Background: an optimization exercise with open tools, aiming at small area. Do not read the settings as production practice.
Where RTL was checked, it was by simulation tests only, not by an equivalence proof against the original.
No functional check of the RTL was part of runs 1 and 2.
Power is estimated from default activity; no workload was simulated.

==> flow/design.v <==
module mvm_uart_system (
    input  logic clk,
    input  logic rstn,
    input  logic rx,
    output logic tx
);
    localparam logic [1:0] M_RX = 2'd0, M_CMP = 2'd1, M_TX = 2'd2;
    logic [1:0] mode;
    logic [3:0] ph;      
    logic [7:0] cnt;     
    logic [1:0] bj;      
    logic [2:0] c;       
    logic [2:0] r;       
    logic       xp;      
    wire rx_mode  = (mode == M_RX);
    wire cmp_mode = (mode == M_CMP);
    wire tx_mode  = (mode == M_TX);
    wire cnt_zero = (cnt == 8'd0);
    wire [3:0] bitn = cnt[7:4];
    wire go = rx_mode  ? ~rx :
              cmp_mode ? ((ph[2:0] == 3'd0) & (ph[3] == r[0])) :
                         1'b1;
    wire last = (cnt[3:0] == 4'd15) &
                (bitn == (rx_mode ? 4'd8 : cmp_mode ? 4'd2 : 4'd9));
    wire rx_data = rx_mode & (bitn != 4'd0);
    wire rx_adv  = rx_data & (cnt[3:0] == 4'd15);
    wire wbase   = rx_data & (ph[2:0] == c);
    always_ff @(posedge clk or negedge rstn) begin
        if (!rstn) begin
            ph <= '0;
        end else begin
            ph <= ph + 4'd1;
        end
    end
    always_ff @(posedge clk or negedge rstn) begin
        if (!rstn) begin
            mode <= M_RX;
            cnt  <= '0;
            bj   <= '0;
            c    <= '0;
            r    <= '0;
            xp   <= 1'b0;
        end else begin
            if ((cnt_zero & ~go) | last)
                cnt <= '0;
            else
                cnt <= cnt + 8'd1;
            if (rx_adv) begin
                if (!xp) begin
                    if (bj == 2'd2) begin
                        bj <= '0;
                        c  <= c + 3'd1;
                        if (c == 3'd7) begin
                            r <= r + 3'd1;
                            if (r == 3'd7) xp <= 1'b1;
                        end
                    end else begin
                        bj <= bj + 2'd1;
                    end
                end else begin
                    bj <= bj + 2'd1;
                    if (bj == 2'd3) begin
                        c <= c + 3'd1;
                        if (c == 3'd7) begin
                            xp   <= 1'b0;
                            mode <= M_CMP;
                        end
                    end
                end
            end
            if (cmp_mode & last)
                mode <= M_TX;
            if (tx_mode & last) begin
                bj <= bj + 2'd1;
                if (bj == 2'd3) begin
                    r    <= r + 3'd1;
                    mode <= (r == 3'd7) ? M_RX : M_CMP;
                end
            end
        end
    end
    logic [15:0] kl [12];
    logic [7:0]  xl [4];
    logic [11:0] ktail;
    logic [3:0]  xc;
    genvar g;
    for (g = 0; g < 12; g++) begin : g_kloop
        wire we = wbase & ~xp & (ph[3] == r[0]) &
                  (r[2:1] == 2'(g / 3)) & (bj == 2'(g % 3));
        always_ff @(posedge clk)
            kl[g] <= {kl[g][14:0], we ? rx : kl[g][15]};
        assign ktail[g] = kl[g][15];
    end
    for (g = 0; g < 4; g++) begin : g_xloop
        wire we = wbase & xp & (bj == 2'(g));
        always_ff @(posedge clk)
            xl[g] <= {xl[g][6:0], we ? rx : xl[g][7]};
        assign xc[g] = xl[g][7];
    end
    logic [9:0] R;
    logic [2:0] krow;
    always_comb
        case (r[2:1])
            2'd0: krow = ktail[2:0];
            2'd1: krow = ktail[5:3];
            2'd2: krow = ktail[8:6];
            default: krow = ktail[11:9];
        endcase
    wire k      = cnt[5] ? krow[2] : cnt[4] ? krow[1] : krow[0];
    wire acc    = cmp_mode & ~cnt[3] & k;
    wire neg    = cnt[5];
    wire [3:0] op  = acc ? (xc ^ {4{neg}}) : 4'd0;
    wire       cin = acc & neg;
    wire [7:0] cin_v = cmp_mode & cnt_zero ? 8'd0 : R[9:2];
    wire [7:0] sum   = cin_v + {{4{op[3]}}, op} + {7'd0, cin};
    wire shift = (cmp_mode & (cnt[3:0] == 4'd8) & ~cnt[5]) |
                 (tx_mode & (cnt[3:0] == 4'd15) & (bitn != 4'd0) & (bitn != 4'd9));
    always_ff @(posedge clk) begin
        if (shift)
            R <= {R[9], R[9:1]};
        else
            R <= {sum, R[1:0]};
    end
    assign tx = ~tx_mode | (bitn == 4'd9) | ((bitn != 4'd0) & R[0]);
endmodule
==> flow/run.sh <==
#!/bin/bash
# synth_recipe.tcl (not shown) runs the flow's synth.tcl, then flattens the netlist and writes it again
# the make line also repeats each setting of config.mk as NAME=value (left out here)
make -C /OpenROAD-flow-scripts/flow DESIGN_CONFIG=/design/flow/config.mk WORK_HOME=/design/flow/orfs CLKGATE_MAP_FILE= SYNTH_SCRIPT=/design/flow/synth_recipe.tcl finish
==> flow/config.mk <==
export PLATFORM = sky130hd
export DESIGN_NAME = mvm_uart_system
export DESIGN_NICKNAME = mvm_uart_system
export VERILOG_FILES = /design/flow/design.v
export SDC_FILE = /design/flow/constraint.sdc
export NUM_CORES = 4
export LEC_CHECK = 0
export CAP_MARGIN = 20
export CORE_MARGIN = 2
export CORE_UTILIZATION = 40
export CTS_BUF_LIST = sky130_fd_sc_hd__clkbuf_8
export CTS_CLUSTER_DIAMETER = 60
export CTS_CLUSTER_SIZE = 20
export SLEW_MARGIN = 20
==> flow/constraint.sdc <==
create_clock -name core_clock -period 10.0 [get_ports {clk}]
set_input_delay 2.0000 -clock core_clock [delete_from_list [all_inputs] [get_ports {clk}]]
set_output_delay 2.0000 -clock core_clock [all_outputs]
set_load 0.01 [all_outputs]
==> results.tsv, run 1 <==
stage	metric	value	unit
status	status	finished clean	
floorplanning	num rows	48	
yosys	leading post-synthesis cells by cell area	dfxtp_1 65%, dfrtp_1 8.1%, ha_1 3.3%	
critical_path	crit start category	flip-flop	
clock_network	clk sink count	257	
critical_path	CP max FO	17	
clock_network	hold-fix buffer count after cts	0	
power_and_ir_drop	Gate power share	9.7	%
clock_network	clock latency on the worst-skew pair	510	ps
yosys	Post-Syn Nets	528	
sta	Final Max Tran Viols	0	
global_routing	routing usage on met3	2.98	%
job	Max Cap Viol	0	
final_layout	area grow syn2layout	8.04	%
power_and_ir_drop	leakage	3.17	nW
floorplanning	area of the core	17400	um^2
sta	Final Skew	18.2	ps
global_routing	met1 Usage GRT	15.2	%
global_routing	initial antenna violation count	0	
floorplanning	Initial Util	41.1	%
sta	RSZ-0062 raised after global routing	false	
clock_network	CTS tree	done	
power_and_ir_drop	peak supply drop	0.000153	V
placed_design	Detailed Place HPWL	6520	um
clock_network	Root Driver	clkbuf_8	
placed_design	routability congestion estimate	0.819	
yosys	largest family of logic cells by synthesized area	simple AND/OR/NAND/NOR gates	
global_routing	GR peak layer	met2	
yosys	syn avg cell area	14.2	um^2
detailed_routing	vias per cell	4.57	
clock_network	Worst-path clk slew	110	ps
sta	fin crit share	43.1	%
power_and_ir_drop	Sequential Power Share	61.6	%
final_layout	Finished Layout Cells	745	
sta	# setup viols final	0	
final_layout	share of cells above drive strength 1	11.2	%
sta	Max Freq	0.232	GHz
yosys	compound-gate portion of the synthesized area	4.36	%
critical_path	critical path type	reg -> out	
detailed_routing	DRC Markers	0	
yosys	Netlist cell types	58	
yosys	Synth top area share	64.8	%
critical_path	worst endpoint data arrival time	2310	ps
placed_design	Placed Cells	719	
detailed_routing	routed len/inst	13.3	um
yosys	Synth Area in Simple Gates	8.46	%
critical_path	Critical Path RT	8000	ps
detailed_routing	Pre-Repair DR Iteration Count	4	
global_routing	vias in the first global route	3372	
global_routing	largest net degree at the start of global routing	24	
yosys	XOR/XNOR Fraction of Synth Area	3.29	%
global_routing	Congestion Overflow GR	0	
clock_network	Post-CTS Resized	0	
yosys	most frequent cell after synthesis	dfxtp_1	
yosys	ys async rst share	8.95	%
clock_network	Num CTS Buffers	18	
sta	slew margin rel.	58.9	%
placed_design	IO buf count	3	
power_and_ir_drop	switch share	25.7	%
yosys	most common flop cell mapped by yosys	dfxtp_1	
critical_path	CP Capture Type	primary output	
clock_network	Setup Buffers After CTS	0	
detailed_routing	vias	3407	
final_layout	Storage cell area	5290	um^2
sta	Final Hold Fails	0	
power_and_ir_drop	Clk network pwr share	28.7	%
yosys	cell taking the most area after synthesis	dfxtp_1	
yosys	register area share after synthesis	74.1	%
final_layout	# fillers	1554	
clock_network	Max Buffers Root-to-Sink	3	
yosys	Synth Warn #	3	
detailed_routing	Post-Route WL	9880	um
final_layout	area of the multi-input gates	1730	um^2
power_and_ir_drop	Psw	0.466	mW
clock_network	H-tree depth	1	
yosys	Yosys reg bits	257	
yosys	mux share of post-synthesis cell area	4.15	%
power_and_ir_drop	Pwr per Cell Area	236	nW/um^2
global_routing	GRT Total Usage	11.2	%
floorplanning	io pins	4	
yosys	Mapped Area	7140	um^2
floorplanning	die area	18900	um^2
global_routing	GR Layer Usage met2	16.8	%
detailed_routing	Routed Antenna Nets	0	
global_routing	first-pass GRT wire length	16500	um
floorplanning	die extent in x	138	um
yosys	Synth Area in Adders	3.89	%
yosys	Commonest cells post-synth	231 x dfxtp_1, 23 x dfrtp_1, 22 x nor2_1, 20 x mux2_2, 19 x ha_1	
power_and_ir_drop	P_int	1.35	mW
detailed_routing	Detailed Route Iter0 Violations	184	
worst_hold_path	worst hold path class	reg -> reg	
final_layout	nets@finish	538	
yosys	number of synthesized flops with an enable pin	3	
sta	Worst Tran Pin Value	617	ps
sta	Final Critical Period	4310	ps
yosys	Synth Instances	504	
sta	Fin Setup TNS	0	ps
final_layout	# diodes	0	
floorplanning	Die H	138	um
## power groups by stage
stage / Combinational [mW] / Sequential [mW] / Clock (mW)
6_report: 0.177 / 1.12 / 0.522
5_1_grt: 0.198 / 1.13 / 0.585
4_1_cts: 0.178 / 1.12 / 0.545
3_5_place_dp: 0.177 / 1.14 / 0
3_3_place_gp: 0.168 / 1.14 / 0
2_1_floorplan: 0.188 / 1.10 / 0
## state kept, by name, indices dropped and copies added, names as in the netlist
| signal | cells |
|---|---|
| mode | 2 |
| xl | 32 |
| bj | 2 |
| cnt | 8 |
| kl | 192 |
| c | 3 |
| ph | 4 |
| r | 3 |
| xp | 1 |
| R | 10 |
## path summary, 6_finish.rpt
path / from / endpoint / slack [ps] / cells past startpoint
max: cnt[5] / tx / 5690 / 4
min: kl[7][14] / kl[7][15] / 320 / 0
max reg2reg: cnt[5] / R[8] / 6420 / 12
min reg2reg: kl[7][14] / kl[7][15] / 320 / 0
max in group asynchronous: rstn / cnt[0] / 8180 / 1
min in group asynchronous: rstn / bj[0] / 1450 / 1
## worst max-delay path, cell delays in order, from the launching register on
cell and delay, ps:
dfrtp_1 620, or3_1 450, a21oi_1 160, o21bai_1 100, clkdlybuf4s50_1 480
## layout make-up
class                           instances  share of cell area [%]
Clock buffer                           19                    3.39
Tap cell                              225                    3.65
Timing Repair Buffer                    3                   0.324
Clock inverter                          7                    1.15
Multi-Input combinational cell        223                    22.4
Sequential cell                       257                    68.6
Inverter                               11                   0.535
## stage by stage
step / hold slack (ps) / utilization, % / cell area [um^2] / power, mW / worst slack (ps)
after floorplan: 310 / - / 7140 / 1.29 / 6680
after global placement: 309 / 42.5 / 7370 / 1.31 / 6250
after detailed placement: 312 / 42.5 / 7370 / 1.32 / 6170
after CTS: 320 / 44.5 / 7720 / 1.84 / 5660
after global routing: 317 / 44.4 / 7710 / 1.91 / 5580
final: 319 / 44.4 / 7710 / 1.82 / 5690
## logic make-up after synthesis
logic type / Yosys count
mux: 26
xor+xnor: 26
flops: 257
compound gates: 47
buf+inv: 24
simple gates: 103
fa+ha+maj: 21
## layout by cell type, fill, tap and decap left out, drive strengths merged, types with 7 or more instances in the layout
master and n:
nand2 17, dfrtp 23, and2 9, clkbuf 19, nor2b 7, a21oi 7, xor2 12, nor2 24
mux2 23, nand4 7, nand3 12, o21ai 15, xnor2 14, inv 15, dfxtp 231, ha 19
## layer usage
layer | share of wire (%) | up-vias
met4 | 2.6 | 0
met3 | 4.9 | 26
met2 | 43 | 74
met1 | 50 | 1612
met5 | 0 | -
li1 | - | 1695
==> inputs of run 2 (changes only) <==
==> flow/flow/run.sh (new file) <==
#!/bin/bash
# Own layout flow: the standard ORFS flow (standard.sh) with two changes:
#  - Yosys's technology mapping uses an area-oriented ABC script (flow/abc_area.script)
#    in place of ORFS's speed script; registers and names are untouched.
#  - clock tree synthesis uses mid-size clock buffers and no dummy loads.
# Each tool's full output goes to logs in this folder (standard.log, and ORFS's own
# per-step logs under orfs/logs/).
set -euo pipefail
W=$PWD
S=$W/scripts_area
rm -rf "$S"
cp -r "$FLOW_HOME/scripts" "$S"
cp "$W/flow/abc_area.script" "$S/abc_speed.script"
CTS="-sink_clustering_enable -repair_clock_nets -dont_use_dummy_load -buf_list sky130_fd_sc_hd__clkbuf_8 -sink_clustering_size 20 -sink_clustering_max_diameter 60"
bash "$W/standard.sh" "SCRIPTS_DIR=$S" "CTS_ARGS=$CTS" finish > "$W/standard.log" 2>&1
==> flow/flow/abc_area.script (new file) <==
&get -n
&st
&dch
&nf -R 1000
&put
topo
dnsize -c
==> flow/standard.sh (new file) <==
#!/bin/bash
# synth_recipe.tcl (not shown) runs the flow's synth.tcl, then flattens the netlist and writes it again
# the make line also repeats each setting of config.mk as NAME=value (left out here)
make -C /OpenROAD-flow-scripts/flow DESIGN_CONFIG=/design/flow/config.mk WORK_HOME=/design/flow/orfs CLKGATE_MAP_FILE= SYNTH_SCRIPT=/design/flow/synth_recipe.tcl "${@:-finish}"
--- a/flow/config.mk
+++ b/flow/config.mk
@@ -10,5 +10,2 @@
 export CORE_UTILIZATION = 40
-export CTS_BUF_LIST = sky130_fd_sc_hd__clkbuf_8
-export CTS_CLUSTER_DIAMETER = 60
-export CTS_CLUSTER_SIZE = 20
 export SLEW_MARGIN = 20
removed: flow/run.sh
==> results.tsv, run 2 <==
stage	metric	value	unit
floorplanning	num rows	47	
global_routing	vias in the first global route	3094	
clock_network	hold-fix buffer count after cts	0	
clock_network	H-tree depth	1	
clock_network	Setup Buffers After CTS	0	
sta	RSZ-0062 raised after global routing	false	
detailed_routing	Pre-Repair DR Iteration Count	4	
final_layout	Storage cell area	5290	um^2
critical_path	highest-delay cell along the critical path	or4_1	
final_layout	Top Registers	kl (192), xl (32), R (10)	
detailed_routing	Detailed Route Iter0 Violations	93	
critical_path	crit start category	flip-flop	
yosys	Mapped Area	6770	um^2
sta	Hold Slack	328	ps
critical_path	CP max FO	14	
sta	Final Hold Fails	0	
detailed_routing	vias per cell	4.48	
detailed_routing	DRC Markers	0	
placed_design	Placed Cells	687	
detailed_routing	Routed Antenna Nets	0	
yosys	Post-Syn Nets	488	
yosys	leading post-synthesis cells by cell area	dfxtp_1 68%, dfrtp_1 8.5%, mux2_1 4.0%	
yosys	cell taking the most area after synthesis	dfxtp_1	
global_routing	largest net degree at the start of global routing	24	
yosys	ys async rst share	8.95	%
critical_path	crit-path max cell delay	670	ps
final_layout	max reg flops	192	
worst_hold_path	worst hold path class	reg -> reg	
detailed_routing	routed len/inst	12.7	um
status	status	finished clean	
clock_network	Post-CTS Resized	0	
global_routing	GRT Total Usage	10.5	%
sta	Final Critical Period	4390	ps
power_and_ir_drop	Pwr per Cell Area	225	nW/um^2
floorplanning	die area	18000	um^2
sta	Fin Setup TNS	0	ps
global_routing	initial antenna violation count	0	
clock_network	Max Buffers Root-to-Sink	3	
yosys	number of synthesized flops with an enable pin	3	
critical_path	critical path type	reg -> out	
final_layout	most frequent cells in the layout	231 x dfxtp_1, 24 x mux2_1, 23 x nor2_1, 23 x dfrtp_1, 22 x nand2_1	
sta	fin crit share	43.9	%
power_and_ir_drop	total power	1.65	mW
final_layout	nets@finish	511	
yosys	Yosys reg bits	257	
yosys	Synth Instances	464	
sta	Final Max Tran Viols	0	
power_and_ir_drop	leakage	3.06	nW
job	Max Cap Viol	0	
yosys	Netlist cell types	39	
placed_design	routability congestion estimate	0.762	
clock_network	Num CTS Buffers	18	
critical_path	worst endpoint data arrival time	2390	ps
placed_design	Detailed Place HPWL	5890	um
final_layout	area of the multi-input gates	1450	um^2
clock_network	clock latency on the worst-skew pair	510	ps
yosys	most frequent cell after synthesis	dfxtp_1	
critical_path	CP Capture Type	primary output	
yosys	Synth Warn #	3	
clock_network	CTS tree	done	
sta	Max Freq	0.228	GHz
final_layout	share of cells above drive strength 1	4.12	%
sta	# setup viols final	0	
final_layout	area grow syn2layout	8.20	%
floorplanning	Die H	134	um
sta	Final Skew	36.1	ps
global_routing	Congestion Overflow GR	0	
floorplanning	die extent in x	134	um
final_layout	Finished Layout Cells	705	
detailed_routing	vias	3157	
floorplanning	Initial Util	40.8	%
yosys	syn avg cell area	14.6	um^2
final_layout	# fillers	1529	
floorplanning	area of the core	16600	um^2
placed_design	IO buf count	3	
power_and_ir_drop	peak supply drop	0.000136	V
clock_network	clk sink count	257	
sta	final setup margin	5610	ps
sta	Worst Tran Pin Value	1020	ps
critical_path	Cell Chain, Critical Path	or4_1 -> a21o_1 -> clkdlybuf4s50_1	
placed_design	Placement Setup Slack	5780	ps
final_layout	# diodes	0	
yosys	Synth top area share	68.3	%
floorplanning	io pins	4	
critical_path	Critical Path RT	8000	ps
detailed_routing	Post-Route WL	8920	um
final_layout	Top reg by flops	kl	
yosys	register area share after synthesis	78.1	%
yosys	Commonest cells post-synth	231 x dfxtp_1, 24 x mux2_1, 23 x dfrtp_1, 23 x nor2_1, 22 x nand2_1	
clock_network	Worst-path clk slew	100	ps
global_routing	first-pass GRT wire length	15000	um
final_layout	most common cell after layout, fill and taps aside	dfxtp_1	
clock_network	Root Driver	clkbuf_8	
yosys	most common flop cell mapped by yosys	dfxtp_1	
sta	slew margin rel.	32.0	%
run 2: cell types whose count changed after synthesis, sizes merged, moves of 6 or more:
cell | previous run | this run
inv | 11 | 0
clkinv | 0 | 11
o21ai | 15 | 3
buf | 8 | 0
a21oi | 7 | 13
nand4 | 7 | 1
run 2: layout make-up:
type,instances,share of cell area [%]
Clock buffer,18,3.38
Inverter,11,0.564
Multi-Input combinational cell,196,19.8
Sequential cell,257,72.2
Tap cell,220,3.76
Timing Repair Buffer,3,0.342
run 2: metrics by stage:
step                cell area [um^2]  util [%]
floorplan                       6770         -
global placement                7080      42.7
detailed placement              7080      42.7
CTS                             7320      44.2
global route                    7330      44.2
finish                          7330      44.2
run 2: cells by family after synthesis:
logic type | after synthesis | synth area share [%]
DFF | 257 | 78.1
muxes | 24 | 3.99
xor gates and xnor gates | 23 | 2.97
AOI/OAI and AO/OA | 38 | 3.79
adders and majority gates | 21 | 4.10
and+or+nand+nor | 90 | 6.41
buffers and inverters | 11 | 0.610
run 2: worst max-delay path: cells and delay by family, from the launching register on:
kind / cells / cell delay [ps]
DFF: 1 / 550
AOI/OAI and AO/OA: 1 / 220
and+or+nand+nor: 1 / 670
buffers and inverters: 1 / 470
run 2: power breakdown:
group	switching (mW)	leakage [nW]	internal, mW
Sequential	0.0389	2.21	1.05
Clock	0.277	0.129	0.163
Combinational	0.0657	0.722	0.0474
Total	0.381	3.06	1.26
run 2: final timing paths:
check | from | to | slack, ps | cells after the start
worst min-delay path | xl[3][2] | xl[3][3] | 330 | 0
worst min register to register | xl[3][2] | xl[3][3] | 330 | 0
worst max-delay path | cnt[5] | tx | 5610 | 3
worst max register to register | cnt[5] | R[8] | 6090 | 11
min in group asynchronous | rstn | r[0] | 1450 | 1
max in group asynchronous | rstn | r[1] | 8150 | 1
run 2: layer usage:
layer	GRT usage, %	vias to the layer above	routed length, um
met2	16.0	41	3830
li1	-	1577	-
met4	4.09	0	249
met3	2.72	20	400
met5	0	-	0
met1	14.5	1519	4430
==> inputs of run 3 (changes only) <==
--- a/flow/design.v
+++ b/flow/design.v
@@ -6,3 +6,3 @@
 );
-    localparam logic [1:0] M_RX = 2'd0, M_CMP = 2'd1, M_TX = 2'd2;
+    localparam logic [1:0] M_RXK = 2'd0, M_RXX = 2'd1, M_CMP = 2'd2, M_TX = 2'd3;
     logic [1:0] mode;
@@ -13,4 +13,4 @@
     logic [2:0] r;       
-    logic       xp;      
-    wire rx_mode  = (mode == M_RX);
+    wire rx_mode  = ~mode[1];
+    wire xp       = (mode == M_RXX);
     wire cmp_mode = (mode == M_CMP);
@@ -36,3 +36,3 @@
         if (!rstn) begin
-            mode <= M_RX;
+            mode <= M_RXK;
             cnt  <= '0;
@@ -41,3 +41,2 @@
             r    <= '0;
-            xp   <= 1'b0;
         end else begin
@@ -54,3 +53,3 @@
                             r <= r + 3'd1;
-                            if (r == 3'd7) xp <= 1'b1;
+                            if (r == 3'd7) mode <= M_RXX;
                         end
@@ -63,6 +62,3 @@
                         c <= c + 3'd1;
-                        if (c == 3'd7) begin
-                            xp   <= 1'b0;
-                            mode <= M_CMP;
-                        end
+                        if (c == 3'd7) mode <= M_CMP;
                     end
@@ -76,3 +72,3 @@
                     r    <= r + 3'd1;
-                    mode <= (r == 3'd7) ? M_RX : M_CMP;
+                    mode <= (r == 3'd7) ? M_RXK : M_CMP;
                 end
@@ -114,3 +110,10 @@
     wire [7:0] cin_v = cmp_mode & cnt_zero ? 8'd0 : R[9:2];
-    wire [7:0] sum   = cin_v + {{4{op[3]}}, op} + {7'd0, cin};
+    wire [7:0] opx = {{4{op[3]}}, op};
+    logic [8:0] cy;
+    logic [7:0] sum;
+    assign cy[0] = cin;
+    for (genvar i = 0; i < 8; i++) begin : g_fa
+        assign sum[i]  = cin_v[i] ^ opx[i] ^ cy[i];
+        assign cy[i+1] = (cin_v[i] & opx[i]) | (cin_v[i] & cy[i]) | (opx[i] & cy[i]);
+    end
     wire shift = (cmp_mode & (cnt[3:0] == 4'd8) & ~cnt[5]) |
--- a/flow/flow/run.sh
+++ b/flow/flow/run.sh
@@ -13,3 +13,3 @@
 cp "$W/flow/abc_area.script" "$S/abc_speed.script"
-CTS="-sink_clustering_enable -repair_clock_nets -dont_use_dummy_load -buf_list sky130_fd_sc_hd__clkbuf_8 -sink_clustering_size 20 -sink_clustering_max_diameter 60"
+CTS=$(cat "$W/flow/cts_args")
 bash "$W/standard.sh" "SCRIPTS_DIR=$S" "CTS_ARGS=$CTS" finish > "$W/standard.log" 2>&1
==> flow/flow/cts_args (new file) <==
-sink_clustering_enable -repair_clock_nets -dont_use_dummy_load -buf_list sky130_fd_sc_hd__clkbuf_4 sky130_fd_sc_hd__clkbuf_8 -sink_clustering_size 22 -sink_clustering_max_diameter 50
==> results.tsv, run 3 <==
stage	metric	value	unit
yosys	Netlist cell types	38	
placed_design	IO buf count	3	
floorplanning	Die H	133	um
placed_design	routability congestion estimate	0.822	
placed_design	Placed Cells	672	
status	status	aborted with a tool error	
yosys	Commonest cells post-synth	231 x dfxtp_1, 30 x nand2_1, 26 x mux2_1, 23 x nor2_1, 22 x dfrtp_1	
yosys	Post-Syn Nets	472	
yosys	Synth Warn #	3	
yosys	Synth top area share	69.3	%
yosys	cell taking the most area after synthesis	dfxtp_1	
yosys	most frequent cell after synthesis	dfxtp_1	
status	Err	[ERROR STA-0564] clock_tree_synthesis positional arguments not supported.	
yosys	Mapped Area	6680	um^2
yosys	most common flop cell mapped by yosys	dfxtp_1	
floorplanning	Initial Util	40.5	%
floorplanning	io pins	4	
yosys	syn avg cell area	14.9	um^2
placed_design	Detailed Place HPWL	5720	um
yosys	Yosys reg bits	256	
floorplanning	die extent in x	133	um
status	Failed at	clock tree synthesis	
floorplanning	num rows	47	
yosys	leading post-synthesis cells by cell area	dfxtp_1 69%, dfrtp_1 8.2%, mux2_1 4.4%	
yosys	ys async rst share	8.59	%
yosys	register area share after synthesis	78.9	%
yosys	number of synthesized flops with an enable pin	3	
yosys	Synth Instances	449	
-- run 3: cell types whose count changed after synthesis, moves of 3 or more --
cell	delta
o21ai_0	+5
xor2_1	-3
nand3_1	-10
and2_0	-3
a21o_1	-4
fa_1	+5
ha_1	-6
a21oi_1	-4
nand2_1	+8
-- run 3: power groups by stage --
| stage | registers (mW) | logic [mW] | clock network [mW] |
|---|---|---|---|
| global placement | 1.11 | 0.105 | 0 |
| floorplan | 1.10 | 0.0823 | 0 |
| detailed placement | 1.11 | 0.108 | 0 |
-- run 3: stage by stage --
step	worst slack (ps)	cell area, um^2	power, mW	hold WS, ps
global placement	5110	6980	1.21	310
detailed placement	4950	6980	1.22	312
floorplan	5370	6680	1.18	310
-- run 3: worst max-delay path by stage --
stage                     from    to  slack [ps]  cells after the start
after floorplan           r[2]  R[9]        5370                     18
after global placement    r[2]  R[9]        5110                     18
after detailed placement  r[2]  R[9]        4950                     18
-- run 3: cells by family after synthesis --
logic type	share of synthesized area (%)
AOI/OAI and AO/OA	3.00
and+or+nand+nor	6.02
xor gates and xnor gates	2.36
DFF	78.9
adders and majority gates	4.54
buffers and inverters	0.675
muxes	4.54
==> inputs of run 4 (changes only) <==
==> flow/flow/cts_args (replaced) <==
-sink_clustering_enable -repair_clock_nets -dont_use_dummy_load -buf_list sky130_fd_sc_hd__clkbuf_8 -sink_clustering_size 23 -sink_clustering_max_diameter 50
==> results.tsv, run 4 <==
stage	metric	value	unit
sta	final setup margin	4990	ps
critical_path	highest-delay cell along the critical path	dfrtp_1	
sta	Final Max Tran Viols	0	
floorplanning	io pins	4	
worst_hold_path	Hold Path Origin	kl[8][4]	
final_layout	most frequent cells in the layout	231 x dfxtp_1, 30 x nand2_1, 26 x mux2_1	
global_routing	largest net degree at the start of global routing	24	
power_and_ir_drop	total power	1.65	mW
critical_path	Cell Chain, Critical Path	nor2_1 -> a222oi_1 -> a21oi_1 -> nor2_1 -> a21oi_1 -> o21ai_0 -> clkinv_1 -> nand2_1 -> fa_1 -> clkinv_1 -> fa_1 -> fa_1 -> fa_1 -> fa_1 -> fa_1 -> fa_1 -> xor2_1 -> xnor2_1	
final_layout	# diodes	0	
sta	# setup viols final	0	
critical_path	cell mode on critical path	fa_1	
sta	Final Critical Period	5010	ps
yosys	Mapped Area	6680	um^2
yosys	compound-gate portion of the synthesized area	3.00	%
critical_path	Critical Path RT	10200	ps
detailed_routing	DRC Markers	0	
clock_network	Max Buffers Root-to-Sink	3	
final_layout	most common cell after layout, fill and taps aside	dfxtp_1	
yosys	register area share after synthesis	78.9	%
yosys	Synth Area in Adders	4.54	%
clock_network	H-tree depth	1	
final_layout	area of the multi-input gates	1370	um^2
worst_hold_path	Hold EP	kl[8][5]	
critical_path	worst endpoint data arrival time	5220	ps
critical_path	FF-to-FF End	R[9]	
placed_design	Placed Area	6980	um^2
yosys	mux share of post-synthesis cell area	4.54	%
critical_path	critical path depth	18	
detailed_routing	DR top layer	met4	
worst_hold_path	WHS Path Cells	0	
yosys	XOR/XNOR Fraction of Synth Area	2.36	%
global_routing	Congestion Overflow GR	0	
clock_network	Root Driver	clkbuf_8	
critical_path	CP bufs+invs	2	
final_layout	nets@finish	497	
clock_network	Setup Buffers After CTS	0	
power_and_ir_drop	Sequential Power Share	65.8	%
power_and_ir_drop	peak supply drop	0.000142	V
critical_path	reg2reg start	r[2]	
power_and_ir_drop	Pwr per Cell Area	228	nW/um^2
detailed_routing	met3 routed WL	291	um
final_layout	area grow syn2layout	8.62	%
critical_path	CP Capture Type	flip-flop	
sta	Worst Tran Pin Value	978	ps
critical_path	CP max FO	10	
power_and_ir_drop	P_int	1.28	mW
detailed_routing	met2 WL	3610	um
clock_network	Num CTS Buffers	20	
critical_path	critical path type	reg -> reg	
sta	fin crit share	50.1	%
final_layout	Top Registers	kl (192), xl (32), R (10)	
yosys	Synth Warn #	3	
yosys	largest family of logic cells by synthesized area	simple AND/OR/NAND/NOR gates	
floorplanning	Initial Util	40.5	%
final_layout	share of cells above drive strength 1	4.45	%
critical_path	flop2flop setup slack	4990	ps
floorplanning	Die H	133	um
yosys	Commonest cells post-synth	231 x dfxtp_1, 30 x nand2_1, 26 x mux2_1, 23 x nor2_1, 22 x dfrtp_1	
floorplanning	area of the core	16500	um^2
critical_path	Worst R2R Path Depth	18	
final_layout	# fillers	1482	
floorplanning	die area	17700	um^2
final_layout	max reg flops	192	
detailed_routing	routed len/inst	12.4	um
critical_path	crit-path max cell delay	500	ps
sta	RSZ-0062 raised after global routing	false	
sta	Fin Setup TNS	0	ps
yosys	Yosys reg bits	256	
power_and_ir_drop	Gate power share	6.5	%
yosys	syn avg cell area	14.9	um^2
critical_path	CP top delay family	adder cells	
yosys	cell taking the most area after synthesis	dfxtp_1	
placed_design	Detailed Place HPWL	5720	um
clock_network	CTS tree	done	
floorplanning	die extent in x	133	um
yosys	most frequent cell after synthesis	dfxtp_1	
final_layout	Storage cell area	5270	um^2
yosys	Post-Syn Nets	472	
global_routing	GRT Total Usage	10.0	%
sta	slew margin rel.	33.9	%
power_and_ir_drop	switch share	22.7	%
yosys	Synth Area in Simple Gates	6.02	%
yosys	Netlist cell types	38	
yosys	most common flop cell mapped by yosys	dfxtp_1	
sta	Hold Slack	275	ps
yosys	Synth top area share	69.3	%
global_routing	first-pass GRT wire length	14300	um
placed_design	routability congestion estimate	0.822	
detailed_routing	vias per cell	4.35	
clock_network	clk sink count	256	
critical_path	crit start category	flip-flop	
placed_design	IO buf count	3	
detailed_routing	vias	3012	
job	Max Cap Viol	0	
floorplanning	num rows	47	
detailed_routing	Detailed Route Iter0 Violations	163	
power_and_ir_drop	Clk network pwr share	27.7	%
sta	Max Freq	0.199	GHz
final_layout	Top reg by flops	kl	
clock_network	Post-CTS Resized	0	
clock_network	hold-fix buffer count after cts	0	
yosys	ys async rst share	8.59	%
detailed_routing	Routed Antenna Nets	0	
yosys	leading post-synthesis cells by cell area	dfxtp_1 69%, dfrtp_1 8.2%, mux2_1 4.4%	
sta	Final Hold Fails	0	
detailed_routing	Post-Route WL	8600	um
final_layout	final instance area	7250	um^2
clock_network	Worst-path clk slew	120	ps
power_and_ir_drop	leakage	2.99	nW
worst_hold_path	worst hold path class	reg -> reg	
clock_network	clock latency on the worst-skew pair	510	ps
status	status	finished clean	
power_and_ir_drop	Psw	0.375	mW
placed_design	Placement Setup Slack	4950	ps
global_routing	initial antenna violation count	0	
detailed_routing	Pre-Repair DR Iteration Count	4	
yosys	Synth Instances	449	
sta	Final Skew	70.5	ps
detailed_routing	M1 WL	4450	um
global_routing	vias in the first global route	2985	
yosys	number of synthesized flops with an enable pin	3	
==> run 4: cell counts after synthesis <==
Identical to the previous run, type by type.
==> run 4: worst reg2reg max path, cell delays in order, from the launching register on <==
cell	delay [ps]
dfrtp_1	500
nor2_1	120
a222oi_1	390
a21oi_1	120
nor2_1	90
a21oi_1	50
o21ai_0	360
clkinv_1	150
nand2_1	110
fa_1	180
clkinv_1	70
fa_1	370
fa_1	390
fa_1	380
fa_1	390
fa_1	380
fa_1	380
xor2_1	180
xnor2_1	120
==> run 4: layout make-up <==
type	instances	area share [%]
Timing Repair Buffer	3	0.345
Clock buffer	20	3.80
Inverter	12	0.621
Tap cell	220	3.80
Sequential cell	256	72.6
Multi-Input combinational cell	181	18.8
==> run 4: cells by family (layout without fill, tap and decap cells) <==
logic type                 Yosys count  count (layout)
AOI/OAI and AO/OA                   30              30
and+or+nand+nor                     86              86
muxes                               27              27
xor gates and xnor gates            18              18
adders and majority gates           20              20
buffers and inverters               12              35
DFF                                256             256
==> run 4: worst max path at each step <==
stage	from	to	slack, ps
CTS	r[2]	R[9]	4950
detailed placement	r[2]	R[9]	4950
floorplan	r[2]	R[9]	5370
finish	r[2]	R[9]	4990
global route	r[2]	R[9]	4630
global placement	r[2]	R[9]	5110
==> run 4: power groups by stage <==
stage	Combinational [mW]	Clock, mW	Sequential [mW]
2_1_floorplan	0.0823	0	1.10
3_3_place_gp	0.105	0	1.11
3_5_place_dp	0.108	0	1.11
4_1_cts	0.109	0.479	1.09
5_1_grt	0.123	0.511	1.09
6_report	0.108	0.457	1.09
==> run 4: per-layer routing <==
metal / track usage (%) / vias up
met2: 14.7 / 37
met3: 2.55 / 22
met1: 14.2 / 1442
met5: 0 / -
met4: 4.14 / 0
li1: - / 1511
==> run 4: per-stage QoR <==
step	utilization (%)	instances
floorplan	-	449
global placement	42.4	672
detailed placement	42.4	672
CTS	44.1	692
global route	44.0	692
finish	44.0	692
==> inputs of run 5 (changes only) <==
--- a/flow/config.mk
+++ b/flow/config.mk
@@ -9,3 +9,3 @@
 export CORE_MARGIN = 2
-export CORE_UTILIZATION = 40
+export CORE_UTILIZATION = 60
 export SLEW_MARGIN = 20
==> results.tsv, run 5 <==
stage	metric	value	unit
power_and_ir_drop	P_int	1.24	mW
yosys	ys async rst share	8.59	%
yosys	cell taking the most area after synthesis	dfxtp_1	
worst_hold_path	worst hold path class	reg -> reg	
floorplanning	die area	12000	um^2
clock_network	hold-fix buffer count after cts	0	
yosys	Synth Area in Adders	4.54	%
floorplanning	area of the core	10800	um^2
critical_path	worst endpoint data arrival time	5330	ps
clock_network	H-tree depth	1	
clock_network	Max Buffers Root-to-Sink	3	
sta	fin crit share	51.6	%
clock_network	Num CTS Buffers	16	
clock_network	CTS tree	done	
final_layout	# fillers	804	
clock_network	Post-CTS Resized	0	
power_and_ir_drop	Clk network pwr share	25.6	%
sta	Final Critical Period	5160	ps
critical_path	crit start category	flip-flop	
final_layout	Top reg by flops	kl	
power_and_ir_drop	leakage	2.96	nW
final_layout	# diodes	0	
sta	final setup margin	4840	ps
sta	Final Skew	68.4	ps
power_and_ir_drop	peak supply drop	0.000171	V
detailed_routing	Pre-Repair DR Iteration Count	4	
detailed_routing	vias	2951	
yosys	most frequent cell after synthesis	dfxtp_1	
sta	Worst Tran Pin Value	1040	ps
yosys	Yosys reg bits	256	
yosys	number of synthesized flops with an enable pin	3	
power_and_ir_drop	Sequential Power Share	67.7	%
yosys	XOR/XNOR Fraction of Synth Area	2.36	%
global_routing	vias in the first global route	2950	
clock_network	clock latency on the worst-skew pair	500	ps
clock_network	Worst-path clk slew	120	ps
global_routing	initial antenna violation count	0	
clock_network	Root Driver	clkbuf_8	
global_routing	first-pass GRT wire length	14400	um
power_and_ir_drop	Pwr per Cell Area	226	nW/um^2
clock_network	clk sink count	256	
sta	Fin Setup TNS	0	ps
job	Max Cap Viol	0	
yosys	mux share of post-synthesis cell area	4.54	%
yosys	Synth Instances	449	
floorplanning	Initial Util	61.6	%
final_layout	max reg flops	192	
yosys	Post-Syn Nets	472	
detailed_routing	Post-Route WL	8680	um
placed_design	Placement Setup Slack	4970	ps
sta	Hold Slack	329	ps
floorplanning	die extent in x	109	um
critical_path	critical path type	reg -> reg	
detailed_routing	routed len/inst	14.3	um
placed_design	Detailed Place HPWL	5810	um
final_layout	nets@finish	493	
final_layout	Top Registers	kl (192), xl (32), R (10)	
yosys	Synth Warn #	3	
final_layout	Util after Layout	65.5	%
final_layout	area grow syn2layout	6.30	%
sta	Final Max Tran Viols	0	
sta	Final Hold Fails	0	
sta	Max Freq	0.194	GHz
yosys	Synth Area in Simple Gates	6.02	%
power_and_ir_drop	switch share	22.6	%
yosys	register area share after synthesis	78.9	%
power_and_ir_drop	Gate power share	6.7	%
status	status	finished clean	
floorplanning	io pins	4	
critical_path	CP max FO	10	
floorplanning	Die H	109	um
clock_network	Setup Buffers After CTS	0	
critical_path	CP Capture Type	flip-flop	
yosys	Synth top area share	69.3	%
final_layout	share of cells above drive strength 1	3.63	%
floorplanning	num rows	38	
yosys	most common flop cell mapped by yosys	dfxtp_1	
final_layout	most common cell after layout, fill and taps aside	dfxtp_1	
sta	RSZ-0062 raised after global routing	false	
placed_design	IO buf count	3	
detailed_routing	vias per cell	4.85	
yosys	Commonest cells post-synth	231 x dfxtp_1, 30 x nand2_1, 26 x mux2_1, 23 x nor2_1, 22 x dfrtp_1	
critical_path	Critical Path RT	10170	ps
power_and_ir_drop	Psw	0.363	mW
yosys	Netlist cell types	38	
global_routing	GRT Total Usage	15.6	%
placed_design	routability congestion estimate	0.880	
yosys	largest family of logic cells by synthesized area	simple AND/OR/NAND/NOR gates	
detailed_routing	Routed Antenna Nets	0	
final_layout	most frequent cells in the layout	231 x dfxtp_1, 30 x nand2_1, 26 x mux2_1	
yosys	compound-gate portion of the synthesized area	3.00	%
global_routing	Congestion Overflow GR	0	
yosys	leading post-synthesis cells by cell area	dfxtp_1 69%, dfrtp_1 8.2%, mux2_1 4.4%	
critical_path	flop2flop setup slack	4840	ps
global_routing	largest net degree at the start of global routing	24	
power_and_ir_drop	total power	1.61	mW
yosys	Mapped Area	6680	um^2
yosys	syn avg cell area	14.9	um^2
sta	slew margin rel.	29.6	%
detailed_routing	Detailed Route Iter0 Violations	186	
detailed_routing	DRC Markers	0	
sta	# setup viols final	0	
==> run 5: cell types whose count changed in the layout (fill, tap and decap cells not counted) <==
cell      previous run  this run
clkbuf_8            20        16
==> run 5: worst paths after layout <==
| check | to | startpoint | depth (start not counted) |
|---|---|---|---|
| max | R[9] | r[2] | 18 |
| min | xl[3][7] | xl[3][6] | 0 |
| max in group asynchronous | cnt[2] | rstn | 1 |
| min reg2reg | xl[3][7] | xl[3][6] | 0 |
| max reg2reg | R[9] | r[2] | 18 |
| min in group asynchronous | r[2] | rstn | 1 |
==> run 5: per-layer routing <==
layer | routed length [um] | vias to the layer above | track usage, %
met5 | 0 | - | 0
met4 | 154 | 0 | 4.52
met3 | 358 | 15 | 3.32
met2 | 3740 | 44 | 24.1
met1 | 4430 | 1385 | 22.5
li1 | - | 1507 | -
==> run 5: power by group through the flow <==
stage	sequential (mW)	clock (mW)	combinational, mW
3_5_place_dp	1.11	0	0.107
2_1_floorplan	1.10	0	0.0823
6_report	1.09	0.411	0.107
5_1_grt	1.09	0.464	0.123
3_3_place_gp	1.11	0	0.104
4_1_cts	1.09	0.428	0.108
==> run 5: worst max-delay path, cell delays in order (launching register included) <==
cell	delay (ps)
dfrtp_1	530
nor2_1	120
a222oi_1	330
nand2_1	80
o21ai_0	80
a21oi_1	90
o21ai_0	400
clkinv_1	160
nand2_1	110
fa_1	180
clkinv_1	70
fa_1	380
fa_1	390
fa_1	400
fa_1	420
fa_1	390
fa_1	380
xor2_1	180
xnor2_1	120
==> run 5: area by class of cell <==
type,instances,area (um^2),area share [%]
Clock buffer,16,220,3.10
Inverter,12,45.0,0.635
Multi-Input combinational cell,181,1370,19.2
Sequential cell,256,5270,74.2
Tap cell,140,175,2.47
Timing Repair Buffer,3,25.0,0.353
==> run 5: logic make-up (layout without fill, tap and decap cells) <==
group,after synthesis,count (layout)
flip-flops,256,256
AND/OR/NAND/NOR,86,86
AO/OA/AOI/OAI,30,30
multiplexers,27,27
adder cells (fa/ha/maj),20,20
XOR/XNOR,18,18
buffers and inverters,12,31
==> run 5: through the flow <==
step,cell area [um^2],std cells
after global placement,6880,592
after CTS,7100,608
final,7100,608
after global routing,7100,608
after detailed placement,6880,592
after floorplan,6680,449
==> inputs of run 6 (changes only) <==
==> flow/flow/abc_area.script (replaced) <==
&get -n
&st
&deepsyn -T 30
&dch
&nf -R 1000
&put
topo
dnsize -c
==> results.tsv, run 6 <==
stage	metric	value	unit
final_layout	Finished Layout Cells	606	
global_routing	GRT Total Usage	15.5	%
power_and_ir_drop	leakage	2.89	nW
placed_design	Placed Area	6790	um^2
floorplanning	Initial Util	61.0	%
yosys	XOR/XNOR Fraction of Synth Area	1.86	%
critical_path	Critical Path RT	10220	ps
detailed_routing	Routed Antenna Nets	0	
sta	final setup margin	5180	ps
final_layout	Top Registers	kl (192), xl (32), R (10)	
sta	Final Critical Period	4820	ps
yosys	Commonest cells post-synth	231 x dfxtp_1, 28 x o21ai_0, 22 x dfrtp_1, 22 x nand2_1, 17 x nor2_1	
clock_network	hold-fix buffer count after cts	0	
power_and_ir_drop	Gate power share	6.6	%
critical_path	highest-delay cell along the critical path	dfrtp_1	
clock_network	Num CTS Buffers	16	
yosys	most frequent cell after synthesis	dfxtp_1	
final_layout	nets@finish	491	
detailed_routing	Pre-Repair DR Iteration Count	6	
yosys	Netlist cell types	35	
sta	fin crit share	48.2	%
global_routing	initial antenna violation count	0	
critical_path	cell mode on critical path	fa_1	
final_layout	max reg flops	192	
critical_path	Worst R2R Path Depth	16	
yosys	compound-gate portion of the synthesized area	4.45	%
yosys	Synth Warn #	3	
yosys	number of synthesized flops with an enable pin	3	
sta	Final Skew	71.3	ps
sta	Fin Setup TNS	0	ps
worst_hold_path	worst hold path class	reg -> reg	
floorplanning	Die H	109	um
power_and_ir_drop	peak supply drop	0.000159	V
yosys	register area share after synthesis	79.9	%
power_and_ir_drop	P_int	1.24	mW
status	status	finished clean	
yosys	most common flop cell mapped by yosys	dfxtp_1	
placed_design	Placement Setup Slack	5200	ps
worst_hold_path	Hold Path Origin	kl[8][13]	
floorplanning	die area	11800	um^2
detailed_routing	vias	2980	
yosys	Synth top area share	70.2	%
yosys	largest family of logic cells by synthesized area	simple AND/OR/NAND/NOR gates	
critical_path	crit-path max cell delay	490	ps
sta	# setup viols final	0	
clock_network	Worst-path clk slew	120	ps
clock_network	Max Buffers Root-to-Sink	3	
final_layout	share of cells above drive strength 1	3.65	%
yosys	leading post-synthesis cells by cell area	dfxtp_1 70%, dfrtp_1 8.4%, ha_1 2.5%	
detailed_routing	Detailed Route Iter0 Violations	160	
clock_network	CTS tree	done	
placed_design	Detailed Place HPWL	5720	um
detailed_routing	DRC Markers	0	
yosys	cell taking the most area after synthesis	dfxtp_1	
power_and_ir_drop	switch share	22.3	%
clock_network	Post-CTS Resized	0	
power_and_ir_drop	Pwr per Cell Area	227	nW/um^2
clock_network	H-tree depth	1	
detailed_routing	Post-Route WL	8590	um
power_and_ir_drop	Psw	0.356	mW
placed_design	routability congestion estimate	0.801	
yosys	syn avg cell area	14.7	um^2
critical_path	CP Capture Type	flip-flop	
floorplanning	num rows	38	
global_routing	first-pass GRT wire length	14400	um
final_layout	final instance area	7010	um^2
final_layout	area grow syn2layout	6.38	%
sta	slew margin rel.	54.8	%
yosys	Yosys reg bits	256	
floorplanning	die extent in x	109	um
global_routing	largest net degree at the start of global routing	24	
clock_network	Setup Buffers After CTS	0	
worst_hold_path	Hold EP	kl[8][14]	
floorplanning	area of the core	10800	um^2
yosys	Synth Area in Simple Gates	6.14	%
global_routing	vias in the first global route	2988	
sta	RSZ-0062 raised after global routing	false	
worst_hold_path	WHS Path Cells	0	
final_layout	most frequent cells in the layout	231 x dfxtp_1, 27 x o21ai_0, 22 x nand2_1, 22 x dfrtp_1, 17 x nor2_1	
yosys	Post-Syn Nets	470	
final_layout	# fillers	797	
clock_network	clk sink count	256	
sta	Final Max Tran Viols	0	
yosys	Mapped Area	6590	um^2
critical_path	CP max FO	10	
detailed_routing	routed len/inst	14.2	um
yosys	Synth Area in Adders	4.60	%
sta	Worst Tran Pin Value	673	ps
critical_path	flop2flop setup slack	5180	ps
yosys	mux share of post-synthesis cell area	2.39	%
critical_path	crit start category	flip-flop	
global_routing	Congestion Overflow GR	0	
clock_network	Root Driver	clkbuf_8	
critical_path	critical path type	reg -> reg	
sta	Max Freq	0.207	GHz
detailed_routing	vias per cell	4.92	
placed_design	Placed Cells	590	
critical_path	reg2reg start	r[2]	
power_and_ir_drop	Clk network pwr share	25.7	%
power_and_ir_drop	Sequential Power Share	67.7	%
clock_network	clock latency on the worst-skew pair	500	ps
final_layout	most common cell after layout, fill and taps aside	dfxtp_1	
placed_design	IO buf count	3	
critical_path	worst endpoint data arrival time	5040	ps
critical_path	FF-to-FF End	R[9]	
floorplanning	io pins	4	
critical_path	Cell Chain, Critical Path	and2_0 -> a222oi_1 -> nand3_1 -> nand3b_1 -> a21oi_1 -> a21oi_1 -> fa_1 -> clkinv_1 -> fa_1 -> fa_1 -> fa_1 -> fa_1 -> fa_1 -> fa_1 -> xor2_1 -> xnor2_1	
sta	Final Hold Fails	0	
final_layout	Top reg by flops	kl	
job	Max Cap Viol	0	
yosys	Synth Instances	447	
yosys	ys async rst share	8.59	%
final_layout	# diodes	0	
## run 6: logic make-up (layout without fill, tap and decap cells)
family | count (synthesis) | after routing
fa+ha+maj | 20 | 20
flops | 256 | 256
buf+inv | 11 | 30
compound gates | 49 | 49
mux | 14 | 14
simple gates | 83 | 83
xor+xnor | 14 | 14
## run 6: power groups by stage
stage,logic [mW],registers [mW],clock network (mW)
final,0.104,1.08,0.409
after global routing,0.120,1.08,0.465
after CTS,0.105,1.08,0.429
after detailed placement,0.104,1.10,0
after global placement,0.0994,1.10,0
after floorplan,0.0786,1.09,0
## run 6: metal layers
layer	track usage (%)	part of all wire, %
met5	0	0
met4	4.58	1.7
met3	3.53	4.4
met2	23.8	43
met1	22.3	51
## run 6: critical path, delay by kind of cell (launching register included)
family                     cells  cell delay, ps
AOI/OAI and AO/OA              3             660
xor gates and xnor gates       2             300
adders and majority gates      7            2550
buffers and inverters          1              80
DFF                            1             490
and+or+nand+nor                3             470
## run 6: cell type report
cell class	instances	area [um^2]	area share (%)
Clock buffer	16	220	3.14
Inverter	11	41.3	0.589
Multi-Input combinational cell	180	1280	18.3
Sequential cell	256	5270	75.1
Tap cell	140	175	2.50
Timing Repair Buffer	3	25.0	0.357
## run 6: worst max-delay path by stage
stage	slack, ps	start	endpoint	cells after the start
6_report	5180	r[2]	R[9]	16
5_1_grt	4850	r[2]	R[9]	16
4_1_cts	5160	r[2]	R[9]	16
3_5_place_dp	5200	r[2]	R[9]	16
3_3_place_gp	5350	r[2]	R[9]	16
2_1_floorplan	5500	r[2]	R[9]	16
## run 6: metrics by stage
stage,hold slack (ps),utilization (%),power [mW]
final,314,64.9,1.59
after CTS,323,65.0,1.61
after global placement,310,62.9,1.20
after floorplan,310,-,1.17
after detailed placement,312,62.9,1.20
after global routing,329,64.9,1.67
==> inputs of run 7 (changes only) <==
==> flow/flow/cts_args (replaced) <==
-sink_clustering_enable -repair_clock_nets -dont_use_dummy_load -buf_list sky130_fd_sc_hd__clkbuf_8 -sink_clustering_size 22 -sink_clustering_max_diameter 80
==> results.tsv, run 7 <==
stage	metric	value	unit
detailed_routing	M1 WL	4400	um
global_routing	first-pass GRT wire length	14600	um
yosys	cell taking the most area after synthesis	dfxtp_1	
placed_design	routability congestion estimate	0.801	
floorplanning	Die H	109	um
sta	Max Freq	0.207	GHz
sta	RSZ-0062 raised after global routing	false	
final_layout	Top Registers	kl (192), xl (32), R (10)	
global_routing	initial antenna violation count	0	
global_routing	vias in the first global route	3013	
critical_path	Worst R2R Path Depth	16	
status	status	finished clean	
yosys	Post-Syn Nets	470	
yosys	register area share after synthesis	79.9	%
final_layout	Storage cell area	5270	um^2
sta	# setup viols final	0	
final_layout	Top reg by flops	kl	
clock_network	CTS tree	done	
yosys	number of synthesized flops with an enable pin	3	
final_layout	max reg flops	192	
clock_network	Num CTS Buffers	15	
yosys	most common flop cell mapped by yosys	dfxtp_1	
sta	Fin Setup TNS	0	ps
detailed_routing	DR top layer	met4	
detailed_routing	Routed Antenna Nets	0	
yosys	Netlist cell types	35	
power_and_ir_drop	Pwr per Cell Area	227	nW/um^2
placed_design	IO buf count	3	
critical_path	flop2flop setup slack	5170	ps
placed_design	Detailed Place HPWL	5720	um
worst_hold_path	Hold EP	kl[7][14]	
yosys	Commonest cells post-synth	231 x dfxtp_1, 28 x o21ai_0, 22 x dfrtp_1, 22 x nand2_1, 17 x nor2_1	
worst_hold_path	Hold Path Origin	kl[7][13]	
yosys	ys async rst share	8.59	%
clock_network	hold-fix buffer count after cts	0	
sta	Final Max Tran Viols	0	
yosys	XOR/XNOR Fraction of Synth Area	1.86	%
floorplanning	num rows	38	
detailed_routing	vias	2998	
sta	Final Critical Period	4830	ps
final_layout	most frequent cells in the layout	231 x dfxtp_1, 27 x o21ai_0, 22 x nand2_1, 22 x dfrtp_1, 17 x nor2_1	
clock_network	Setup Buffers After CTS	0	
final_layout	share of cells above drive strength 1	3.44	%
floorplanning	die area	11800	um^2
worst_hold_path	WHS Path Cells	0	
clock_network	clock latency on the worst-skew pair	510	ps
worst_hold_path	worst hold path class	reg -> reg	
sta	Final Skew	34.6	ps
clock_network	Root Driver	clkbuf_8	
yosys	Mapped Area	6590	um^2
detailed_routing	Detailed Route Iter0 Violations	164	
power_and_ir_drop	total power	1.58	mW
floorplanning	area of the core	10800	um^2
critical_path	worst endpoint data arrival time	5060	ps
yosys	Synth Area in Adders	4.60	%
floorplanning	Initial Util	61.0	%
final_layout	nets@finish	490	
critical_path	critical path type	reg -> reg	
yosys	Synth Instances	447	
clock_network	Worst-path clk slew	120	ps
critical_path	CP max FO	10	
power_and_ir_drop	leakage	2.88	nW
yosys	Synth top area share	70.2	%
global_routing	largest net degree at the start of global routing	23	
yosys	largest family of logic cells by synthesized area	simple AND/OR/NAND/NOR gates	
clock_network	Max Buffers Root-to-Sink	3	
sta	slew margin rel.	55.2	%
critical_path	FF-to-FF End	R[9]	
detailed_routing	DRC Markers	0	
critical_path	Critical Path RT	10230	ps
detailed_routing	routed len/inst	14.3	um
yosys	Yosys reg bits	256	
yosys	Synth Warn #	3	
detailed_routing	met3 routed WL	314	um
final_layout	most common cell after layout, fill and taps aside	dfxtp_1	
detailed_routing	Post-Route WL	8660	um
clock_network	clk sink count	256	
yosys	syn avg cell area	14.7	um^2
yosys	compound-gate portion of the synthesized area	4.45	%
critical_path	crit start category	flip-flop	
sta	Worst Tran Pin Value	667	ps
sta	Final Hold Fails	0	
yosys	most frequent cell after synthesis	dfxtp_1	
final_layout	# diodes	0	
final_layout	area of the multi-input gates	1280	um^2
global_routing	GRT Total Usage	15.8	%
clock_network	Post-CTS Resized	0	
yosys	mux share of post-synthesis cell area	2.39	%
final_layout	# fillers	791	
critical_path	CP Capture Type	flip-flop	
floorplanning	io pins	4	
detailed_routing	vias per cell	4.96	
floorplanning	die extent in x	109	um
power_and_ir_drop	peak supply drop	0.000172	V
global_routing	Congestion Overflow GR	0	
yosys	Synth Area in Simple Gates	6.14	%
yosys	leading post-synthesis cells by cell area	dfxtp_1 70%, dfrtp_1 8.4%, ha_1 2.5%	
final_layout	area grow syn2layout	6.17	%
detailed_routing	met2 WL	3720	um
clock_network	H-tree depth	1	
sta	fin crit share	48.3	%
job	Max Cap Viol	0	
detailed_routing	Pre-Repair DR Iteration Count	4	
critical_path	reg2reg start	r[2]	
run 7: cells by family after synthesis:
group | Yosys count
buffers and inverters | 11
XOR/XNOR | 14
multiplexers | 14
AO/OA/AOI/OAI | 49
adder cells (fa/ha/maj) | 20
flip-flops | 256
AND/OR/NAND/NOR | 83
run 7: final cells by class:
class | instances | area share [%]
Timing Repair Buffer | 3 | 0.358
Sequential cell | 256 | 75.3
Multi-Input combinational cell | 180 | 18.3
Tap cell | 140 | 2.50
Clock buffer | 15 | 2.95
Inverter | 11 | 0.590
run 7: through the flow:
stage | util (%) | setup WS, ps | area, um^2 | hold WS [ps] | cells
after floorplan | - | 5500 | 6590 | 310 | 447
after global placement | 62.9 | 5350 | 6790 | 310 | 590
after detailed placement | 62.9 | 5200 | 6790 | 312 | 590
after CTS | 64.8 | 5160 | 7000 | 308 | 605
after global routing | 64.8 | 4840 | 6990 | 316 | 605
final | 64.8 | 5170 | 6990 | 309 | 605
run 7: worst max-delay path, cell delays in order (launching register included):
cell,delay (ps)
dfrtp_1,490
and2_0,230
a222oi_1,360
nand3_1,130
nand3b_1,100
a21oi_1,80
a21oi_1,230
fa_1,210
clkinv_1,80
fa_1,390
fa_1,400
fa_1,390
fa_1,400
fa_1,390
fa_1,380
xor2_1,180
xnor2_1,120
run 7: power breakdown:
part           switching, mW  internal [mW]
Combinational         0.0611         0.0428
Sequential            0.0299           1.05
Clock                  0.266          0.137
Total                  0.357           1.23
run 7: worst max-delay path by stage:
stage	startpoint	end	slack, ps	cells after the start
6_report	r[2]	R[9]	5170	16
5_1_grt	r[2]	R[9]	4840	16
4_1_cts	r[2]	R[9]	5160	16
3_5_place_dp	r[2]	R[9]	5200	16
3_3_place_gp	r[2]	R[9]	5350	16
2_1_floorplan	r[2]	R[9]	5500	16
run 7: metal layers:
metal / vias to the layer above / global-route usage [%]
li1: 1505 / -
met1: 1437 / 22.4
met2: 38 / 24.4
met3: 18 / 3.11
met4: 0 / 5.77
met5: - / 0
==> inputs of run 8 (changes only) <==
==> flow/flow/abc_area.script (replaced) <==
&get -n
&st
&dch
&nf -R 1000
&put
topo
dnsize -c
==> flow/flow/cts_args (replaced) <==
-sink_clustering_enable -repair_clock_nets -dont_use_dummy_load -buf_list sky130_fd_sc_hd__clkbuf_8 -sink_clustering_size 20 -sink_clustering_max_diameter 60
--- a/flow/config.mk
+++ b/flow/config.mk
@@ -9,3 +9,3 @@
 export CORE_MARGIN = 2
-export CORE_UTILIZATION = 60
+export CORE_UTILIZATION = 40
 export SLEW_MARGIN = 20
==> results.tsv, run 8 <==
stage	metric	value	unit
yosys	register area share after synthesis	78.9	%
sta	# setup viols final	0	
detailed_routing	Detailed Route Iter0 Violations	145	
global_routing	initial antenna violation count	0	
placed_design	Placed Cells	672	
floorplanning	io pins	4	
sta	fin crit share	50.4	%
global_routing	vias in the first global route	2950	
yosys	Synth Instances	449	
sta	Final Skew	52.7	ps
final_layout	# diodes	0	
yosys	Synth top area share	69.3	%
clock_network	clock latency on the worst-skew pair	500	ps
sta	Final Max Tran Viols	0	
floorplanning	Die H	133	um
yosys	leading post-synthesis cells by cell area	dfxtp_1 69%, dfrtp_1 8.2%, mux2_1 4.4%	
sta	Worst Tran Pin Value	974	ps
final_layout	nets@finish	495	
floorplanning	area of the core	16500	um^2
final_layout	area grow syn2layout	8.21	%
yosys	Commonest cells post-synth	231 x dfxtp_1, 30 x nand2_1, 26 x mux2_1, 23 x nor2_1, 22 x dfrtp_1	
critical_path	CP Capture Type	flip-flop	
detailed_routing	Routed Antenna Nets	0	
sta	Fin Setup TNS	0	ps
detailed_routing	Pre-Repair DR Iteration Count	5	
final_layout	most common cell after layout, fill and taps aside	dfxtp_1	
yosys	most frequent cell after synthesis	dfxtp_1	
power_and_ir_drop	Psw	0.376	mW
final_layout	most frequent cells in the layout	231 x dfxtp_1, 30 x nand2_1, 26 x mux2_1	
critical_path	worst endpoint data arrival time	5270	ps
sta	Final Critical Period	5040	ps
power_and_ir_drop	Pwr per Cell Area	226	nW/um^2
placed_design	Placement Setup Slack	4950	ps
yosys	Mapped Area	6680	um^2
global_routing	largest net degree at the start of global routing	23	
global_routing	Congestion Overflow GR	0	
yosys	Post-Syn Nets	472	
power_and_ir_drop	peak supply drop	0.000144	V
clock_network	Worst-path clk slew	110	ps
sta	Max Freq	0.199	GHz
clock_network	clk sink count	256	
detailed_routing	routed len/inst	12.6	um
floorplanning	die extent in x	133	um
worst_hold_path	worst hold path class	reg -> reg	
placed_design	IO buf count	3	
power_and_ir_drop	switch share	23.0	%
floorplanning	num rows	47	
power_and_ir_drop	P_int	1.26	mW
yosys	ys async rst share	8.59	%
yosys	syn avg cell area	14.9	um^2
clock_network	Post-CTS Resized	0	
final_layout	share of cells above drive strength 1	4.04	%
final_layout	Top Registers	kl (192), xl (32), R (10)	
critical_path	Critical Path RT	10230	ps
job	Max Cap Viol	0	
yosys	Netlist cell types	38	
floorplanning	die area	17700	um^2
power_and_ir_drop	Clk network pwr share	27.0	%
power_and_ir_drop	Sequential Power Share	66.4	%
power_and_ir_drop	Gate power share	6.6	%
critical_path	crit start category	flip-flop	
detailed_routing	vias	3020	
final_layout	Top reg by flops	kl	
detailed_routing	vias per cell	4.38	
yosys	number of synthesized flops with an enable pin	3	
placed_design	Detailed Place HPWL	5720	um
clock_network	Setup Buffers After CTS	0	
detailed_routing	Post-Route WL	8670	um
detailed_routing	DRC Markers	0	
clock_network	Max Buffers Root-to-Sink	3	
clock_network	H-tree depth	1	
yosys	most common flop cell mapped by yosys	dfxtp_1	
critical_path	flop2flop setup slack	4960	ps
final_layout	max reg flops	192	
clock_network	hold-fix buffer count after cts	0	
status	status	finished clean	
critical_path	critical path type	reg -> reg	
global_routing	GRT Total Usage	10.1	%
sta	slew margin rel.	34.2	%
clock_network	CTS tree	done	
sta	Final Hold Fails	0	
global_routing	first-pass GRT wire length	14300	um
clock_network	Num CTS Buffers	18	
yosys	Yosys reg bits	256	
yosys	cell taking the most area after synthesis	dfxtp_1	
placed_design	routability congestion estimate	0.822	
sta	final setup margin	4960	ps
sta	RSZ-0062 raised after global routing	false	
critical_path	CP max FO	10	
floorplanning	Initial Util	40.5	%
final_layout	Finished Layout Cells	690	
clock_network	Root Driver	clkbuf_8	
yosys	Synth Warn #	3	
power_and_ir_drop	leakage	2.97	nW
-- run 8: power groups by stage --
stage	Clock (mW)	Combinational, mW	Sequential [mW]
after global routing	0.492	0.123	1.09
after global placement	0	0.105	1.11
after floorplan	0	0.0823	1.10
after detailed placement	0	0.108	1.11
after CTS	0.462	0.109	1.09
final	0.441	0.107	1.09
-- run 8: worst paths after layout --
check / from / to / depth (start not counted)
worst max-delay path: r[2] / R[9] / 18
worst min-delay path: kl[10][4] / kl[10][5] / 0
worst max register to register: r[2] / R[9] / 18
worst min register to register: kl[10][4] / kl[10][5] / 0
max in group asynchronous: rstn / cnt[2] / 1
min in group asynchronous: rstn / r[2] / 1
-- run 8: final cells by class --
| type | count | area (um^2) |
|---|---|---|
| multi-input cells | 181 | 1370 |
| flip-flops and latches | 256 | 5270 |
| clock buffers | 18 | 248 |
| well taps | 220 | 275 |
| repair buffers | 3 | 25.0 |
| fillers | 1488 | 9240 |
| inverters | 12 | 45.0 |
-- run 8: cell families (layout without fill, tap and decap cells) --
logic type,Yosys count,after routing,synth area share (%)
compound gates,30,30,3.00
flops,256,256,78.9
mux,27,27,4.54
fa+ha+maj,20,20,4.54
xor+xnor,18,18,2.36
buf+inv,12,33,0.675
simple gates,86,86,6.02
-- run 8: critical path, cell delays in order, from the launching register on --
cell      delay, ps
dfrtp_1         510
nor2_1          130
a222oi_1        400
a21oi_1         120
nor2_1           90
a21oi_1          50
o21ai_0         360
clkinv_1        150
nand2_1         110
fa_1            180
clkinv_1         70
fa_1            370
fa_1            380
fa_1            380
fa_1            390
fa_1            380
fa_1            380
xor2_1          180
xnor2_1         120
-- run 8: per-stage QoR --
stage | util (%) | total power [mW] | instance area (um^2) | hold slack, ps
after floorplan | - | 1.18 | 6680 | 310
after global placement | 42.4 | 1.21 | 6980 | 310
after detailed placement | 42.4 | 1.22 | 6980 | 312
after CTS | 43.9 | 1.66 | 7230 | 304
after global routing | 43.9 | 1.71 | 7220 | 309
final | 43.9 | 1.64 | 7220 | 300
-- run 8: metal layers --
layer | routed length [um] | vias up | track usage, %
li1 | - | 1506 | -
met1 | 4510 | 1449 | 14.4
met2 | 3580 | 46 | 14.6
met3 | 346 | 19 | 2.63
met4 | 234 | 0 | 4.02
met5 | 0 | - | 0

## static timing again, ports no longer ideal
The results above use ideal ports. As a check the final layouts listed here were re-extracted and re-timed, cells and wires unchanged. Step 1, drivers: a clkbuf_16 drives clk and a buf_2 each remaining input, both assumed. Step 2 times the ports against the registers' clock, not the clock port: input delays grow and output delays shrink by t, the midpoint of the rising clock arrivals with the driver on. Slacks: no drivers / after step 1 / after step 2; pairs: no drivers / after step 1.
run | t (ns) | setup WS [ns] | worst setup path at the end | slew at the worst register clock pin (ns)
run 1 | 0.538 | 5.689 / 5.653 / 6.192 | register to output | 0.11 / 0.11
run 2 | 0.524 | 5.614 / 5.579 / 6.088 | register to register | 0.11 / 0.11
run 4 | 0.514 | 4.987 / 4.987 / 4.987 | register to register | 0.12 / 0.12
run 5 | 0.495 | 4.838 / 4.838 / 4.838 | register to register | 0.12 / 0.12
run 6 | 0.502 | 5.180 / 5.180 / 5.180 | register to register | 0.12 / 0.12
run 7 | 0.522 | 5.168 / 5.168 / 5.168 | register to register | 0.12 / 0.12
run 8 | 0.512 | 4.964 / 4.964 / 4.964 | register to register | 0.11 / 0.11
After both steps every run listed still meets setup and hold.
